From an optimization exercise on the open Yosys and OpenROAD flow, aimed at small area, a short achievable clock period and few clock cycles; shortcuts taken in it are not production practice. In this exercise RTL edits were held to simulation tests only and were not proved equivalent to the original.

## design/flow/design.v

```verilog
parameter unsigned LANES = 5;
parameter unsigned LANE_BITS = 64;
parameter unsigned KEY_BITS = 128;
parameter logic [63:0] IV_AEAD = 64'h0000000080400c06;
parameter unsigned ROUNDS_A = 12;
parameter unsigned ROUNDS_B = 6;
parameter logic [63:0] IV_HASH = 64'h0000010000400c00;
parameter unsigned CCW = 32;
parameter unsigned CCSW = 32;
parameter logic [3:0] OP_DO_ENC = 4'h0;
parameter logic [3:0] OP_DO_DEC = 4'h1;
parameter logic [3:0] OP_DO_HASH = 4'h2;
parameter logic [3:0] OP_LD_KEY = 4'h3;
parameter logic [3:0] OP_LD_NONCE = 4'h4;
parameter logic [3:0] OP_LD_AD = 4'h5;
parameter logic [3:0] OP_LD_PT = 4'h6;
parameter logic [3:0] OP_LD_CT = 4'h7;
parameter logic [3:0] OP_LD_TAG = 4'h8;
parameter logic [3:0] D_NULL = 4'h0;
parameter logic [3:0] D_NONCE = 4'h1;
parameter logic [3:0] D_AD = 4'h2;   
parameter logic [3:0] D_PTCT = 4'h3;   
parameter logic [3:0] D_TAG = 4'h4;
parameter logic [3:0] D_HASH = 4'h5;
parameter unsigned SBOX_LATENCY = 1;
parameter integer NUM_SHARES = 2;
parameter unsigned UROL = 1;
module dom_and #(parameter W = 64) (
    input  logic [2*W-1:0] a_i,   
    input  logic [2*W-1:0] b_i,   
    output logic [2*W-1:0] x_o    
);
  assign x_o[W-1:0]   = a_i[W-1:0] & b_i[2*W-1:W];
  assign x_o[2*W-1:W] = a_i[2*W-1:W] & b_i[W-1:0];
endmodule
module ascon_aff1 (
    input  logic [639:0] x_i,
    input  logic [  7:0] rc,
    output logic [639:0] a_o
);
  genvar s;
  for (s = 0; s < 2; s++) begin : g_s
    assign a_o[s*320+0*64 +: 64] = x_i[s*320+0*64 +: 64] ^ x_i[s*320+4*64 +: 64];
    assign a_o[s*320+1*64 +: 64] = x_i[s*320+1*64 +: 64];
    assign a_o[s*320+2*64 +: 64] = x_i[s*320+2*64 +: 64] ^ x_i[s*320+1*64 +: 64] ^
                                   ((s == 0) ? {56'd0, rc} : 64'd0);
    assign a_o[s*320+3*64 +: 64] = x_i[s*320+3*64 +: 64];
    assign a_o[s*320+4*64 +: 64] = x_i[s*320+4*64 +: 64] ^ x_i[s*320+3*64 +: 64];
  end
endmodule
module ascon_cross (
    input  logic [639:0] x_i,
    input  logic [  7:0] rc,
    output logic [639:0] c_o
);
  logic [639:0] a;
  ascon_aff1 u_aff1 (.x_i(x_i), .rc(rc), .a_o(a));
  genvar i;
  for (i = 0; i < 5; i++) begin : g_lane
    logic [127:0] c;
    dom_and #(.W(64)) u_and (
        .a_i({a[320+((i+1)%5)*64 +: 64], ~a[((i+1)%5)*64 +: 64]}),
        .b_i({a[320+((i+2)%5)*64 +: 64], a[((i+2)%5)*64 +: 64]}),
        .x_o(c)
    );
    assign c_o[i*64 +: 64]     = c[63:0];
    assign c_o[320+i*64 +: 64] = c[127:64];
  end
endmodule
module asconp (
    input  logic [639:0] x_i,    
    input  logic [639:0] c_i,    
    input  logic [  7:0] rc,     
    output logic [639:0] x_o     
);
  logic [639:0] a, chi;
  ascon_aff1 u_aff1 (.x_i(x_i), .rc(rc), .a_o(a));
  genvar s, i;
  for (s = 0; s < 2; s++) begin : g_s
    for (i = 0; i < 5; i++) begin : g_lane
      logic [63:0] n;
      assign n = (s == 0) ? ~a[s*320+((i+1)%5)*64 +: 64] : a[s*320+((i+1)%5)*64 +: 64];
      assign chi[s*320+i*64 +: 64] = a[s*320+i*64 +: 64] ^ (n & a[s*320+((i+2)%5)*64 +: 64]) ^
                                     c_i[s*320+i*64 +: 64];
    end
    logic [63:0] y0, y1, y2, y3, y4;
    assign y0 = chi[s*320+0*64 +: 64] ^ chi[s*320+4*64 +: 64];
    assign y1 = chi[s*320+1*64 +: 64] ^ chi[s*320+0*64 +: 64];
    assign y2 = chi[s*320+2*64 +: 64];
    assign y3 = chi[s*320+3*64 +: 64] ^ chi[s*320+2*64 +: 64];
    assign y4 = chi[s*320+4*64 +: 64];
    assign x_o[s*320+0*64 +: 64] = y0 ^ {y0[18:0], y0[63:19]} ^ {y0[27:0], y0[63:28]};
    assign x_o[s*320+1*64 +: 64] = y1 ^ {y1[60:0], y1[63:61]} ^ {y1[38:0], y1[63:39]};
    if (s == 0) begin : g_x2
      assign x_o[s*320+2*64 +: 64] = y2 ^ {y2[0], y2[63:1]} ^ {y2[5:0], y2[63:6]};
    end else begin : g_nx2
      assign x_o[s*320+2*64 +: 64] = ~(y2 ^ {y2[0], y2[63:1]} ^ {y2[5:0], y2[63:6]});
    end
    assign x_o[s*320+3*64 +: 64] = y3 ^ {y3[9:0], y3[63:10]} ^ {y3[16:0], y3[63:17]};
    assign x_o[s*320+4*64 +: 64] = y4 ^ {y4[6:0], y4[63:7]} ^ {y4[40:0], y4[63:41]};
  end
endmodule
module ascon_core_sca #(parameter D = NUM_SHARES) (
    input  logic              clk,
    input  logic              rst,
    input  logic [D*CCSW-1:0] key,
    input  logic              key_valid,
    output logic              key_ready,
    input  logic [ D*CCW-1:0] bdi,
    input  logic              bdi_valid,
    output logic              bdi_ready,
    input  logic [       3:0] bdi_type,
    input  logic              bdi_eot,
    input  logic              bdi_eoi,
    input  logic              decrypt,
    input  logic              hash,
    output logic [ D*CCW-1:0] bdo,
    output logic              bdo_valid,
    input  logic              bdo_ready,
    output logic [       3:0] bdo_type,
    output logic              bdo_eot,
    output logic              auth,
    output logic              auth_valid,
    input  logic              auth_ready
);
  localparam logic [319:0] HASH_S0 = 320'h5e8d41f43fad61388605739fcd2fad293697f8352b4c1977dc2f1d954a6561c411044c070e4afff5;
  localparam logic [319:0] HASH_S1 = 320'h6a02e43dea888078c51deabe75d74ec1821d6aeeb399c315579d05a48c6a71c6ff97d4add52d0fc8;
  localparam logic [639:0] HASH_S = {HASH_S1, HASH_S0};
  localparam logic [2:0] F_IDLE = 3'd0, F_NONCE = 3'd1, F_PERM = 3'd2, F_ABS = 3'd3,
                         F_SQZ = 3'd4, F_TAGV = 3'd5;
  localparam logic [2:0] P_INIT = 3'd0, P_AD = 3'd1, P_PT = 3'd2, P_FINAL = 3'd3,
                         P_HASH = 3'd4;
  function automatic integer wo(input integer s, input integer p);
    wo = s * 320 + (p / 2) * 64 + ((p % 2 == 0) ? 32 : 0);
  endfunction
  function automatic logic [7:0] rcon(input logic [3:0] t);
    rcon = {4'hF - t, t};
  endfunction
  function automatic logic [4:0] cons(input logic ibv, input logic [3:0] ity, input logic ih,
                                     input logic [2:0] f, input logic [3:0] tt,
                                     input logic [2:0] p, input logic fe, input logic fa,
                                     input logic fh, input logic [1:0] sg, input logic en,
                                     input logic [1:0] ep, input logic o2,
                                     input logic [1:0] w);
    logic lr, an, ac, hl;
    lr = (f == F_PERM) & (tt == 4'd11);
    case (p)
      P_INIT:  an = !fe;
      P_AD:    an = !(fa & fe);
      P_PT:    an = 1'b1;
      P_HASH:  an = !fa;
      default: an = 1'b0;
    endcase
    ac = (f == F_ABS) | (lr & an);
    hl = (f == F_IDLE) & (!en | ((ep == 2'd3) & !o2));
    cons[4] = ibv & (ity == D_NONCE) & (f == F_IDLE) & (!en | (ep != 2'd0) | !o2);
    cons[3] = ibv & (ity == D_AD) & ih & hl;
    cons[2] = ibv & (ity == D_NONCE) & (f == F_NONCE) & (!en | (ep > w) | ((ep == w) & !o2));
    cons[1] = ibv & ac & (ity == D_AD) & (fh | (sg != 2'd2));
    cons[0] = ibv & ac & (ity == D_PTCT) & !fh & (sg != 2'd1) & !o2;
  endfunction
  logic [639:0] x;            
  logic [639:0] cr;           
  logic [255:0] kr;           
  logic [  3:0] t;            
  logic [2:0] fsm, pk;
  logic [1:0] wc;             
  logic [1:0] seg;            
  logic [1:0] hcnt;           
  logic       sqw;            
  logic       fdec, fhash, feoi, fadeot, dsep;
  logic [1:0] kcnt;           
  logic       kbusy;          
  logic       eng;            
  logic [1:0] eptr;
  logic       aint, tailblk, rdy;
  logic        ib_v, ib_eot, ib_eoi, ib_hash, ib_dec;
  logic [ 3:0] ib_type;
  logic [63:0] ib_d;
  logic        ov, oe, ov2, oe2;
  logic [ 3:0] ot, ot2;
  logic [63:0] od, od2;
  logic [255:0] kl;
  assign kl = {kr[191:128], kr[255:192], kr[63:0], kr[127:64]};
  logic [639:0] r, xn, cn;
  logic [  3:0] tn;
  asconp i_asconp (.x_i(x), .c_i(cr), .rc(rcon(t)), .x_o(r));
  ascon_cross i_cross (.x_i(xn), .rc(rcon(tn)), .c_o(cn));
  logic lastr, abs_next, fin_direct, hl, rnd, sqz_rnd, blk_end;
  logic c_n0, c_h0, c_n, c_ad, c_pt, consume;
  logic start12, start6, kx12, kx34, dsep_now, pad_now, nonce_st;
  logic [4:0] cv;
  assign lastr = (fsm == F_PERM) & (t == 4'd11);
  always_comb begin
    case (pk)
      P_INIT:  abs_next = !feoi;
      P_AD:    abs_next = !(fadeot & feoi);
      P_PT:    abs_next = 1'b1;
      P_HASH:  abs_next = !fadeot;
      default: abs_next = 1'b0;
    endcase
  end
  assign fin_direct = lastr & (((pk == P_INIT) & feoi) | ((pk == P_AD) & fadeot & feoi));
  assign hl = (fsm == F_IDLE) & (!eng | ((eptr == 2'd3) & !ov2));
  assign cv = cons(ib_v, ib_type, ib_hash, fsm, t, pk, feoi, fadeot, fhash, seg, eng, eptr, ov2, wc);
  assign {c_n0, c_h0, c_n, c_ad, c_pt} = cv;
  assign consume = |cv;
  assign sqz_rnd = (fsm == F_SQZ) & sqw & !ov2 & (hcnt != 2'd3);
  assign rnd = (fsm == F_PERM) | sqz_rnd;
  assign blk_end = wc[0] | ib_eot;
  assign nonce_st = (fsm == F_NONCE);
  assign kx12 = nonce_st | fin_direct | (c_pt & ib_eot);
  assign kx34 = lastr & ((pk == P_INIT) | (pk == P_FINAL));
  assign dsep_now = (c_pt & dsep) | fin_direct;
  assign pad_now = fin_direct;
  assign start12 = (c_n & (wc == 2'd3)) | (c_h0 & ib_eot) | (c_ad & fhash & blk_end) |
                   (c_pt & ib_eot) | fin_direct;
  assign start6 = (c_ad & !fhash & blk_end) | (c_pt & !ib_eot & wc[0]);
  always_comb begin
    if (start6) tn = 4'd6;
    else if (start12 | lastr) tn = 4'd0;
    else if (rnd) tn = t + 4'd1;
    else tn = t;
  end
  always_comb begin
    for (int p = 0; p < 10; p++) begin
      logic ldw, sr, sx, sh, kx, dx;
      ldw = ((p < 2) & c_pt & fdec & (wc[0] == p[0])) | ((p == 6) & c_n0) |
            ((p >= 6) & c_n & (wc == p - 6));
      sr = rnd & !ldw;
      sh = hl & !ldw;
      sx = !rnd & !hl & !ldw & !(nonce_st & (p < 6));
      kx = ((p >= 2) & (p < 6) & kx12) | ((p >= 6) & kx34);
      dx = ((p < 2) & (c_ad | c_pt) & (wc[0] == p[0])) | ((p == 0) & c_h0) | ldw;
      for (int s = 0; s < 2; s++) begin
        logic [31:0] w;
        w = ({32{sr}} & r[wo(s, p) +: 32]) | ({32{sx}} & x[wo(s, p) +: 32]) |
            ({32{sh}} & HASH_S[wo(s, p) +: 32]);
        if (p >= 2) w = w ^ ({32{kx}} & kl[s*128 + wo(0, p) - ((p < 6) ? 64 : 192) +: 32]);
        w = w ^ ({32{dx}} & ib_d[s*32 +: 32]);
        if ((s == 0) & (p == 0)) w = w ^ ({32{nonce_st}} & IV_AEAD[31:0]);
        if ((s == 0) & (p == 1)) w = w ^ ({32{nonce_st}} & IV_AEAD[63:32]);
        if (p == 0) w[31] = w[31] ^ pad_now;
        if ((s == 0) & (p == 9)) w[0] = w[0] ^ dsep_now;
        xn[wo(s, p) +: 32] = w;
      end
    end
  end
  logic [63:0] pt_out;
  always_comb begin
    for (int s = 0; s < 2; s++)
      pt_out[s*32 +: 32] = (wc[0] ? (rnd ? r[wo(s, 1) +: 32] : x[wo(s, 1) +: 32])
                                  : (rnd ? r[wo(s, 0) +: 32] : x[wo(s, 0) +: 32])) ^
                           ib_d[s*32 +: 32];
  end
  logic cap, cap_tv, ktake;
  assign cap = bdi_valid & rdy & ((bdi_type != D_PTCT) | bdo_ready) & (fsm != F_TAGV);
  assign cap_tv = bdi_valid & rdy & (fsm == F_TAGV) & (bdi_type == D_TAG);
  assign ktake = key_valid & !kbusy;
  logic [31:0] tv_st;
  logic        tv_eq;
  always_comb begin
    tv_st = 32'd0;
    for (int w = 0; w < 4; w++)
      if (wc == w) tv_st = x[wo(0, 6 + w) +: 32] ^ x[wo(1, 6 + w) +: 32];
    tv_eq = ((bdi[31:0] ^ bdi[63:32]) == tv_st);
  end
  logic        push;
  logic [63:0] pd;
  logic [ 3:0] pty;
  logic        pe;
  always_comb begin
    push = 1'b0;
    pd = pt_out;
    pty = D_PTCT;
    pe = ib_eot;
    if (c_pt) begin
      push = 1'b1;
    end else if (lastr & (pk == P_FINAL) & !fdec & !ov2) begin
      push = 1'b1;
      pd = {xn[wo(1, 6) +: 32], xn[wo(0, 6) +: 32]};
      pty = D_TAG;
      pe = 1'b0;
    end else if (lastr & (pk == P_HASH) & fadeot & !ov2) begin
      push = 1'b1;
      pd = {r[wo(1, 0) +: 32], r[wo(0, 0) +: 32]};
      pty = D_HASH;
      pe = 1'b0;
    end else if ((fsm == F_SQZ) & !ov2) begin
      push = 1'b1;
      pd = sqw ? {x[wo(1, 1) +: 32], x[wo(0, 1) +: 32]} : {x[wo(1, 0) +: 32], x[wo(0, 0) +: 32]};
      pty = D_HASH;
      pe = sqw & (hcnt == 2'd3);
    end else if (eng & !ov2) begin
      push = 1'b1;
      for (int w = 0; w < 4; w++)
        if (eptr == w) pd = {x[wo(1, 6 + w) +: 32], x[wo(0, 6 + w) +: 32]};
      pty = D_TAG;
      pe = (eptr == 2'd3);
    end
  end
  logic [2:0] fsm_n, pk_n;
  logic [1:0] wc_n, seg_n, hcnt_n, kcnt_n, eptr_n;
  logic sqw_n, fdec_n, fhash_n, feoi_n, fadeot_n, dsep_n, kbusy_n, eng_n, aint_n, tailblk_n;
  logic auth_n, auth_valid_n, ib_v_n, ov_n, ov2_n, rdy_n;
  logic [3:0] ib_type_n;
  logic ib_hash_n;
  logic [4:0] cv_n;
  always_comb begin
    fsm_n = fsm;
    pk_n = pk;
    wc_n = wc;
    seg_n = seg;
    hcnt_n = hcnt;
    kcnt_n = kcnt;
    eptr_n = eptr;
    sqw_n = sqw;
    fdec_n = fdec;
    fhash_n = fhash;
    feoi_n = feoi;
    fadeot_n = fadeot;
    dsep_n = dsep;
    kbusy_n = kbusy;
    eng_n = eng;
    aint_n = aint;
    tailblk_n = tailblk;
    auth_n = auth;
    auth_valid_n = auth_valid;
    if (eng & !ov2) begin
      eptr_n = eptr + 2'd1;
      if (eptr == 2'd3) eng_n = 1'b0;
    end
    case (fsm)
      F_IDLE: begin
        if (c_n0) begin
          fsm_n = F_NONCE;
          wc_n = 2'd1;
          fdec_n = ib_dec;
          fhash_n = 1'b0;
          feoi_n = 1'b0;
          fadeot_n = 1'b0;
          seg_n = 2'd0;
          dsep_n = 1'b1;
          kbusy_n = 1'b1;
        end else if (c_h0) begin
          fsm_n = ib_eot ? F_PERM : F_ABS;
          pk_n = P_HASH;
          wc_n = ib_eot ? 2'd0 : 2'd1;
          fdec_n = 1'b0;
          fhash_n = 1'b1;
          feoi_n = ib_eoi;
          fadeot_n = ib_eot;
          hcnt_n = 2'd0;
        end
      end
      F_NONCE: begin
        if (c_n) begin
          wc_n = wc + 2'd1;
          if (wc == 2'd3) begin
            feoi_n = ib_eoi;
            fsm_n = F_PERM;
            pk_n = P_INIT;
          end
        end
      end
      F_SQZ: begin
        if (!ov2) begin
          sqw_n = 1'b1;
          if (sqw) begin
            sqw_n = 1'b0;
            if (hcnt == 2'd3) fsm_n = F_IDLE;
            else begin
              hcnt_n = hcnt + 2'd1;
              fsm_n = F_PERM;
              pk_n = P_HASH;
            end
          end
        end
      end
      F_TAGV: begin
        if (cap_tv) begin
          wc_n = wc + 2'd1;
          aint_n = aint & tv_eq;
          if (wc == 2'd3) begin
            auth_valid_n = 1'b1;
            auth_n = aint & tv_eq;
            fsm_n = F_IDLE;
          end
        end
      end
      default: ;
    endcase
    if (lastr) begin
      if (abs_next) begin
        fsm_n = F_ABS;
        wc_n = 2'd0;
      end else if (pk == P_FINAL) begin
        kbusy_n = 1'b0;
        if (fdec) begin
          fsm_n = F_TAGV;
          wc_n = 2'd0;
          aint_n = 1'b1;
          tailblk_n = 1'b0;
        end else begin
          fsm_n = F_IDLE;
          eng_n = 1'b1;
          eptr_n = ov2 ? 2'd0 : 2'd1;
        end
      end else if (pk == P_HASH) begin
        fsm_n = F_SQZ;
        sqw_n = !ov2;
      end else begin
        fsm_n = F_PERM;   
        pk_n = P_FINAL;
        dsep_n = 1'b0;
      end
    end
    if (c_ad) begin
      fadeot_n = ib_eot;
      feoi_n = feoi | ib_eoi;
      seg_n = ib_eot ? 2'd2 : 2'd1;
      if (fhash & ib_eot) hcnt_n = 2'd0;
      pk_n = fhash ? P_HASH : P_AD;
    end
    if (c_pt) begin
      seg_n = 2'd2;
      dsep_n = 1'b0;
      pk_n = ib_eot ? P_FINAL : P_PT;
    end
    if (c_ad | c_pt) begin
      if (blk_end) begin
        fsm_n = F_PERM;
        wc_n = 2'd0;
      end else begin
        fsm_n = F_ABS;
        wc_n = 2'd1;
      end
    end
    ib_v_n = cap | (ib_v & !consume);
    ib_type_n = cap ? bdi_type : ib_type;
    ib_hash_n = cap ? hash : ib_hash;
    if (cap | ktake) auth_valid_n = 1'b0;
    if (cap & bdi_eoi & decrypt & !hash) tailblk_n = 1'b1;
    if (ktake) kcnt_n = kcnt + 2'd1;
    ov_n = ov;
    ov2_n = ov2;
    if (!ov | bdo_ready) begin
      ov_n = ov2 | push;
      ov2_n = 1'b0;
    end else if (push) begin
      ov2_n = 1'b1;
    end
    if (rst) begin
      fsm_n = F_IDLE;
      eng_n = 1'b0;
      kbusy_n = 1'b0;
      kcnt_n = 2'd0;
      ib_v_n = 1'b0;
      ov_n = 1'b0;
      ov2_n = 1'b0;
      tailblk_n = 1'b0;
      auth_valid_n = 1'b0;
    end
    cv_n = cons(ib_v_n, ib_type_n, ib_hash_n, fsm_n, tn, pk_n, feoi_n, fadeot_n, fhash_n, seg_n,
                eng_n, eptr_n, ov2_n, wc_n);
    rdy_n = (fsm_n == F_TAGV) | (!tailblk_n & (!ib_v_n | (|cv_n)));
  end
  always_ff @(posedge clk) begin
    x <= xn;
    cr <= cn;
    t <= tn;
    fsm <= fsm_n;
    pk <= pk_n;
    wc <= wc_n;
    seg <= seg_n;
    hcnt <= hcnt_n;
    kcnt <= kcnt_n;
    eptr <= eptr_n;
    sqw <= sqw_n;
    fdec <= fdec_n;
    fhash <= fhash_n;
    feoi <= feoi_n;
    fadeot <= fadeot_n;
    dsep <= dsep_n;
    kbusy <= kbusy_n;
    eng <= eng_n;
    aint <= aint_n;
    tailblk <= tailblk_n;
    auth <= auth_n;
    auth_valid <= auth_valid_n;
    ib_v <= ib_v_n;
    ib_type <= ib_type_n;
    ib_hash <= ib_hash_n;
    rdy <= rdy_n;
    ov <= ov_n;
    ov2 <= ov2_n;
    if (cap) begin
      ib_d <= bdi;
      ib_eot <= bdi_eot;
      ib_eoi <= bdi_eoi;
      ib_dec <= decrypt;
    end
    if (ktake) begin
      for (int w = 0; w < 4; w++) begin
        if (kcnt == w) begin
          kr[(3-w)*32 +: 32] <= key[31:0];
          kr[128+(3-w)*32 +: 32] <= key[63:32];
        end
      end
    end
    if (!ov | bdo_ready) begin
      if (ov2) begin
        od <= od2;
        ot <= ot2;
        oe <= oe2;
      end else if (push) begin
        od <= pd;
        ot <= pty;
        oe <= pe;
      end
    end else if (push) begin
      od2 <= pd;
      ot2 <= pty;
      oe2 <= pe;
    end
  end
  assign key_ready = !kbusy;
  assign bdi_ready = rdy;
  assign bdo = od;
  assign bdo_valid = ov;
  assign bdo_type = ot;
  assign bdo_eot = oe;
endmodule
```

## design/flow/run.sh

```bash
#!/bin/bash
# synth_recipe.tcl (not shown) runs the flow's synth.tcl, then flattens the netlist and writes it again
# the make line also repeats each setting of config.mk as NAME=value (left out here)
make -C /OpenROAD-flow-scripts/flow DESIGN_CONFIG=/design/flow/config.mk WORK_HOME=/design/flow/orfs CLKGATE_MAP_FILE= SYNTH_SCRIPT=/design/flow/synth_recipe.tcl finish
```

## design/flow/config.mk

```make
export PLATFORM = sky130hd
export DESIGN_NAME = ascon_core_sca
export DESIGN_NICKNAME = ascon_core_sca
export VERILOG_FILES = /design/flow/design.v
export SDC_FILE = /design/flow/constraint.sdc
export NUM_CORES = 4
export LEC_CHECK = 0
export CAP_MARGIN = 30
export CORE_MARGIN = 2
export CORE_UTILIZATION = 25
export GPL_ROUTABILITY_DRIVEN = 1
export PLACE_DENSITY = 0.35
export SLEW_MARGIN = 20
```

## design/flow/constraint.sdc

```tcl
create_clock -name core_clock -period 11.0 [get_ports {clk}]
set_input_delay 2.2000 -clock core_clock [delete_from_list [all_inputs] [get_ports {clk}]]
set_output_delay 2.2000 -clock core_clock [all_outputs]
set_load 0.01 [all_outputs]
```

==> results by group <==
Global route
  • Grt ovf: 0
  • Gr usage total: 36.2%
  • Vias in the first global route: about 94000
  • First-pass GRT wire length: between 1000000 and 1500000 um
  • Largest net degree at the start of global routing: 88
  • Initial antenna violation count: 136

Timing
  • Final Skew: 88.2 ps
  • # setup viols final: 0
  • Fin crit period: around 6700 ps
  • Period utilisation layout: between 60% and 70%
  • Fmax: 149 MHz
  • Final TNS setup: 0 ps
  • Fin. max-slew vios: 0
  • Fin Hold WS: 454 ps
  • Setup WS post-layout: 4280 ps
  • Worst slew pin tran: ~1200 ps
  • Max_slew headroom: 17.8%
  • RSZ-0062 raised after global routing: false
  • Final hold vios: 0

Worst setup path
  • CP Capture Type: register
  • RR Startpoint: wc[0]
  • CP dominant cell by count: buf_4
  • Worst reg2reg path endpoint: auth
  • Slowest stage delay, CP: 1060 ps
  • Crit-path max FO: 19
  • Crit path launch type: register
  • Register-to-register setup slack: ~4300 ps
  • CP Data Required Time: 11650 ps
  • Critical path's slowest cell: nor4_2
  • CP Class: reg2reg
  • Crit-path cells: inv_4, buf_4, ha_1, inv_1, nor2_4, buf_4, a221oi_1, a211oi_1, a21oi_1, xnor2_1, nor4_1, buf_4, nand4_1, nor4_2
  • Worst Path Arrival: 7370 ps
  • Register-to-Register Path Depth: 14

Place
  • Dpl ws: 4770 ps
  • # port buffers: 213
  • Placed insts: around 18000
  • Area after DPL: 0.128 mm^2
  • Final GP Congestion: 1.06
  • Dpl hpwl: 665000 um

Floorplanning
  • Rows: 246
  • Die Area: 0.457 mm^2
  • Die width: 676 um
  • Initial core utilization: roughly 25%
  • Die Y: 676 um
  • Core ar.: 0.449 mm^2
  • Top-Level Pins: 216

Clock network
  • CTS max path bufs: 4
  • Post-CTS Setup Repair Bufs: 0
  • # clock sinks: 1780
  • Post_cts resized: 0
  • Worst-skew pair later-pin latency: 1040 ps
  • Num CTS Buffers: 236
  • CTS tree: built
  • Post-CTS Hold Fix Bufs: 0
  • CTS root buffer: clkbuf_16
  • Clock slew seen by the registers of the worst setup and hold paths: 60 ps
  • CTS H-tree lvls: 4

Synthesis
  • Post-synthesis sequential area ratio: 35.7%
  • FF+latch count, synth: 1780
  • Syn Nets: 12000
  • Ys async rst share: 0%
  • Post-synth top area cell: dfxtp_1
  • Warnings from Yosys: 1
  • Synth Instances: 11600
  • Mean Syn Cell Area: 9.74 um^2
  • EDFF count, synth: 461
  • Synth top area share: 23.4%
  • Largest cells by area after synthesis: dfxtp_1, xnor2_1, edfxtp_1, xor2_1, xnor3_1
  • Most frequent cell after synthesis: xnor2_1
  • Dominant synthesized flop cell: dfxtp_1
  • Post-Syn Area: 0.113 mm^2
  • Top post-synthesis cells by count: xnor2_1, dfxtp_1, xor2_1
  • Library cells used by synthesis: 85

Cells and area
  • Final cell count without fillers: 18300
  • Design Area, Final: 0.137 mm^2
  • Fraction of layout cells with a size suffix above 1: 12.9%
  • Post-layout util: 30.5%
  • Final net count: 12500
  • Area growth from synthesis to layout: 21.4%

Min path
  • HP Class: reg2reg
  • Hold Path Depth: 2
  • Hold Path Sink: seg[1]
  • Worst hold path startpoint: seg[1]

Route
  • Vias per cell: about 5.5
  • Via count: 100000
  • WL final: 853000 um
  • WL/cell: 46.6 um
  • DR pass1 iterations: 9
  • Iteration-0 DRC Markers: 15700
  • Drt drc: 0
  • Antenna violation net count after detailed routing: 0

Job
  • Maxcap violations: 0

Status
  • Outcome: no timing/DRC/antenna violations
## worst max-delay path: cells and delay by family, from the launching register on
| family | cells | cell delay (ps) |
|---|---|---|
| xor gates and xnor gates | 1 | 370 |
| buffers and inverters | 5 | 2120 |
| AOI/OAI and AO/OA | 3 | 760 |
| adders and majority gates | 1 | 280 |
| and+or+nand+nor | 4 | 2220 |
| DFF | 1 | 510 |
## layout make-up
| cell class | count | area, um^2 |
|---|---|---|
| Antenna cell | 72 | 180 |
| Clock buffer | 337 | 7050 |
| Clock inverter | 107 | 1200 |
| Fill cell | 47000 | 312000 |
| Inverter | 733 | 2760 |
| Multi-Input combinational cell | 8463 | 70100 |
| Sequential cell | 1780 | 40300 |
| Tap cell | 5952 | 7450 |
| Timing Repair Buffer | 889 | 8070 |
## state kept, by name (all words and copies together), names as in the netlist, 2 cells and up
| signal | cells |
|---|---|
| t | 4 |
| od | 64 |
| ib_type | 4 |
| pk | 3 |
| kcnt | 2 |
| x | 640 |
| ot2 | 3 |
| kr | 256 |
| cr | 640 |
| ot | 3 |
| seg | 2 |
| ib_d | 64 |
| wc | 2 |
| hcnt | 2 |
| fsm | 3 |
| eptr | 2 |
| od2 | 64 |
## layout by cell type (no fill, tap or decap), types with 33 or more instances in the layout
cell type | netlist | final
a211oi_1 | 93 | 92
a21o_1 | 34 | 33
a21oi_1 | 390 | 385
a221oi_1 | 160 | 160
a222oi_1 | 48 | 48
a22oi_1 | 443 | 443
a311oi_1 | 45 | 45
a31oi_1 | 54 | 52
and2_1 | 155 | 145
buf_4 | 1 | 581
clkbuf_1 | 459 | 37
clkbuf_16 | 0 | 247
clkbuf_8 | 0 | 53
clkdlybuf4s50_1 | 0 | 213
clkinv_2 | 0 | 50
dfxtp_1 | 1319 | 1317
diode_2 | 0 | 72
edfxtp_1 | 461 | 461
ha_1 | 265 | 259
inv_1 | 730 | 729
maj3_1 | 108 | 108
mux2_2 | 66 | 66
mux2i_1 | 141 | 141
mux4_2 | 49 | 49
nand2_1 | 891 | 882
nand3_1 | 49 | 48
nor2_1 | 695 | 680
nor2b_1 | 145 | 145
o211ai_1 | 46 | 46
o21a_1 | 37 | 36
o21ai_0 | 292 | 289
o221ai_1 | 57 | 57
o22ai_1 | 54 | 53
xnor2_1 | 2500 | 2266
xnor2_2 | 21 | 243
xnor3_1 | 194 | 193
xor2_1 | 1123 | 1100
xor3_1 | 64 | 63
## per-layer routing
metal	part of all wire (%)	up-vias	wire length, um	GRT usage (%)
li1	-	40000	-	-
met1	40	51500	344000	45.8
met2	40	7002	345000	51.3
met3	10	1750	86300	10.9
met4	9.1	42	77700	28.1
met5	0.060	-	512	0.295
## worst max path at each step
stage	start	end	cells past startpoint
finish	wc[0]	auth	14
CTS	wc[0]	auth	14
floorplan	bdo_ready	od2[0]	2
detailed placement	wc[0]	auth	14
global route	fsm[1]	cr[621]	13
global placement	wc[0]	od[28]	13
## kinds of logic (layout without fill, tap and decap cells)
family | Yosys count | in the layout | synth area share (%)
AOI/OAI and AO/OA | 1878 | 1878 | 11.4
xor gates and xnor gates | 3911 | 3911 | 33.8
adders and majority gates | 373 | 373 | 3.90
buffers and inverters | 1340 | 2066 | 4.56
DFF | 1780 | 1780 | 35.7
muxes | 257 | 257 | 2.90
other | 1 | 73 | 0.00332
and+or+nand+nor | 2043 | 2043 | 7.79
Testbench counts, summed over its fixed seeds: cycles 20,743.

-- static timing again, ports no longer ideal --
The flow's constraints put no driver on any port. The routed layout listed below was extracted and timed again, unchanged, in two steps. Step 1: set_driving_cell puts a clkbuf_16 on clk and a buf_2 on each other input, an assumption about the parent block. Step 2, shift: input delay + t, output delay - t, t = (earliest + latest rising clock arrival at the registers) / 2. This alone moves slack from input paths to output paths. Slacks: ideal / step 1 / step 2; pairs: ideal / step 1.
t (ns): 1.121
setup slack, ns: 4.282 / 4.282 / 4.282
hold WS [ns]: 0.454 / 0.454 / 0.454
worst setup path after step 2: register to register
clock arrival spread, ns: 0.088 / 0.089
After both steps this run still meets setup and hold. For this run, drivers alone change the setup slack by 0.000 ns; drivers and shift together by 0.000 ns.
